Background: an optimization exercise with open tools, aiming at small area. Do not read the settings as production practice.
At most, simulation tests tie the RTL to the original design; equivalence was not proved.
Power figures rest on the tool's default switching activity, not on a simulated workload.

==> flow/design.v <==
module spi_top(
    input clk,rst,wr,
    input [7:0]din,addr,
    output done,err,
    output [7:0]dout
);
reg [127:0] ring0;
reg [127:0] ring1;
reg [3:0] ptr;
reg clr;
reg [4:0] cnt;
reg [7:0] cap;
reg err_r;
localparam [4:0] C3 = 5'd6, C22 = 5'd2, C23 = 5'd4;
wire ok     = (addr[7:5] == 3'd0);
wire done_n = ok ? (wr ? (cnt == C22) : (cnt == C23)) : (cnt == C3);
wire hit    = (ptr == addr[3:0]);
wire start  = (cnt == 5'd0);
wire we     = wr & ok & hit & ~start;
wire [7:0] d0 = (we & ~addr[4]) ? din : (clr ? 8'd0 : ring0[127:120]);
wire [7:0] d1 = (we &  addr[4]) ? din : (clr ? 8'd0 : ring1[127:120]);
wire cap_ld = hit & ~wr & ok & ~start;
wire cap_cl = rst | done;
wire cap_k  = ~cap_cl & ~cap_ld;
wire cap_s0 = ~cap_cl & cap_ld & ~clr & ~addr[4];
wire cap_s1 = ~cap_cl & cap_ld & ~clr &  addr[4];
assign done = start & ~(clr & (ptr == 4'd0));
assign err  = err_r;
assign dout = cap;
always @(posedge clk) begin
    ring0 <= {ring0[119:0], d0};
    ring1 <= {ring1[119:0], d1};
    cap <= (cap & {8{cap_k}}) | (ring0[127:120] & {8{cap_s0}}) | (ring1[127:120] & {8{cap_s1}});
    if (rst) begin
        ptr <= 4'd0;
        clr <= 1'b1;
        cnt <= 5'd0;
        err_r <= 1'b0;
    end
    else begin
        ptr <= ptr + 4'd1;
        if (ptr == 4'd15)
            clr <= 1'b0;
        cnt <= done_n ? 5'd0 : {cnt[3:0], ~(cnt[4] ^ cnt[1])};
        err_r <= ~ok & (cnt == C3);
    end
end
endmodule
==> flow/config.mk <==
export PLATFORM = sky130hd
export DESIGN_NAME = spi_top
export DESIGN_NICKNAME = spi_top
export VERILOG_FILES = /design/flow/design.v
export SDC_FILE = /design/flow/constraint.sdc
export NUM_CORES = 4
export LEC_CHECK = 0
export CAP_MARGIN = 20
export CORE_MARGIN = 2
export CORE_UTILIZATION = 70
export SLEW_MARGIN = 20
==> flow/constraint.sdc <==
create_clock -name core_clock -period 8.0 [get_ports {clk}]
set_input_delay 1.6000 -clock core_clock [delete_from_list [all_inputs] [get_ports {clk}]]
set_output_delay 1.6000 -clock core_clock [all_outputs]
set_load 0.01 [all_outputs]
standard.sh (not shown) runs the stock make flow with config.mk's settings and CLKGATE_MAP_FILE= SYNTH_SCRIPT=/design/flow/synth_recipe.tcl, a recipe that flattens the netlist after the stock synthesis.
==> flow/flow/run.sh <==
#!/bin/bash
# Standard layout, with these changes:
# - after floorplanning, the combinational logic is re-mapped for area
#   (restructure.tcl), with a library copy that leaves out the platform's
#   don't-use cells (filter_lib.py);
# - the port buffers are the smallest buffer (buf_1);
# - cells with timing slack to spare are downsized before detailed placement
#   (recover.tcl);
# - clock tree synthesis clusters up to 20 flip-flops per clkbuf_8, builds
#   the tree above them from clkbuf_4 and inserts no dummy loads.
# Each ORFS step logs to orfs/logs/; make's output goes to standard.log.
set -euo pipefail
mkdir -p rmp
python3 flow/filter_lib.py \
  "$FLOW_HOME/platforms/sky130hd/lib/sky130_fd_sc_hd__tt_025C_1v80.lib" \
  rmp/lib.lib 'lpflow|probe' > rmp/filter_lib.log 2>&1
bash standard.sh \
  POST_FLOORPLAN_TCL="$PWD/flow/restructure.tcl" \
  BUFFER_PORTS_ARGS="-buffer_cell sky130_fd_sc_hd__buf_1" \
  PRE_DETAIL_PLACE_TCL="$PWD/flow/recover.tcl" \
  CTS_ARGS="-sink_clustering_enable -repair_clock_nets -sink_clustering_size 20 -sink_clustering_max_diameter 70 -buf_list sky130_fd_sc_hd__clkbuf_8 -root_buf sky130_fd_sc_hd__clkbuf_4 -tree_buf sky130_fd_sc_hd__clkbuf_4 -dont_use_dummy_load" \
  finish > standard.log 2>&1
Other scripts of this flow, unchanged in this note and not shown: flow/flow/filter_lib.py, flow/flow/recover.tcl, flow/flow/restructure.tcl
==> next run, changes <==
==> flow/design.v (replaced) <==
module spi_top(
    input clk,rst,wr,
    input [7:0]din,addr,
    output done,err,
    output [7:0]dout
);
reg [127:0] ring0;
reg [127:0] ring1;
reg [3:0] ptr;
reg clr;
reg [4:0] cnt;
reg [7:0] cap;
reg done_r, err_r;
localparam [4:0] C3 = 5'd6, C22 = 5'd2, C23 = 5'd4;
wire ok     = (addr[7:5] == 3'd0);
wire done_n = ok ? (wr ? (cnt == C22) : (cnt == C23)) : (cnt == C3);
wire hit    = (ptr == addr[3:0]);
wire we     = wr & ok & hit & (cnt != 5'd0);
wire [7:0] d0 = (we & ~addr[4]) ? din : (clr ? 8'd0 : ring0[127:120]);
wire [7:0] d1 = (we &  addr[4]) ? din : (clr ? 8'd0 : ring1[127:120]);
wire cap_en = hit | ~ok;
wire cap_rd = cap_en & ~(wr | ~ok | clr);
wire cap_s0 = cap_rd & ~addr[4];
wire cap_s1 = cap_rd &  addr[4];
assign done = done_r;
assign err  = err_r;
assign dout = cap;
always @(posedge clk) begin
    ring0 <= {ring0[119:0], d0};
    ring1 <= {ring1[119:0], d1};
    cap <= (cap & {8{~cap_en}}) | (ring0[127:120] & {8{cap_s0}}) | (ring1[127:120] & {8{cap_s1}});
    if (rst) begin
        ptr <= 4'd0;
        clr <= 1'b1;
        cnt <= 5'd0;
        done_r <= 1'b0;
        err_r <= 1'b0;
    end
    else begin
        ptr <= ptr + 4'd1;
        if (ptr == 4'd15)
            clr <= 1'b0;
        cnt <= done_n ? 5'd0 : {cnt[3:0], ~(cnt[4] ^ cnt[1])};
        done_r <= done_n;
        err_r <= ~ok & (cnt == C3);
    end
end
endmodule
After rerunning: Setup slack is worse by 6.6 ps. Non-clock buffer count does not change. Global-route usage barely changes. Worst hold slack is worse by 10 ps. Clock power is about the same. Critical path depth rises by 3. Synthesized area rises by 0.57%. Total power is about the same. Sequential power hardly moves. Die area rises by 0.55%. Wire length falls by 0.83%. Cell area rises by 0.38%. Sequential cell count rises by 1.
For the first run of this note, only the layout was checked, not whether the RTL still works.

-- separate check: timing with driven ports --
Ports are ideal in the flow. The routed layouts listed here were re-timed in OpenROAD. Step 1 sets driving cells, clkbuf_16 on the clock port and buf_2 on the other inputs (assumed; they add their load-dependent delay and slew). Step 2, shift: input delay + t, output delay - t, t = (earliest + latest rising clock arrival at the registers) / 2. This alone moves slack from input paths to output paths. Slacks: no drivers / after step 1 / after step 2; pairs: no drivers / after step 1.
run	shift t [ns]	setup WS [ns]	worst register clock-pin slew, ns	worst slew at a driven data input, ns
the first run	0.592	4.353 / 4.321 / 4.049	0.11 / 0.11	0.04
the second run	0.586	4.346 / 4.357 / 3.772	0.12 / 0.12	0.04
After both steps setup and hold are still met in every run listed. The setup slack of the second run, which loses most, moves by +0.011 ns with the drivers and by -0.574 ns with both steps.
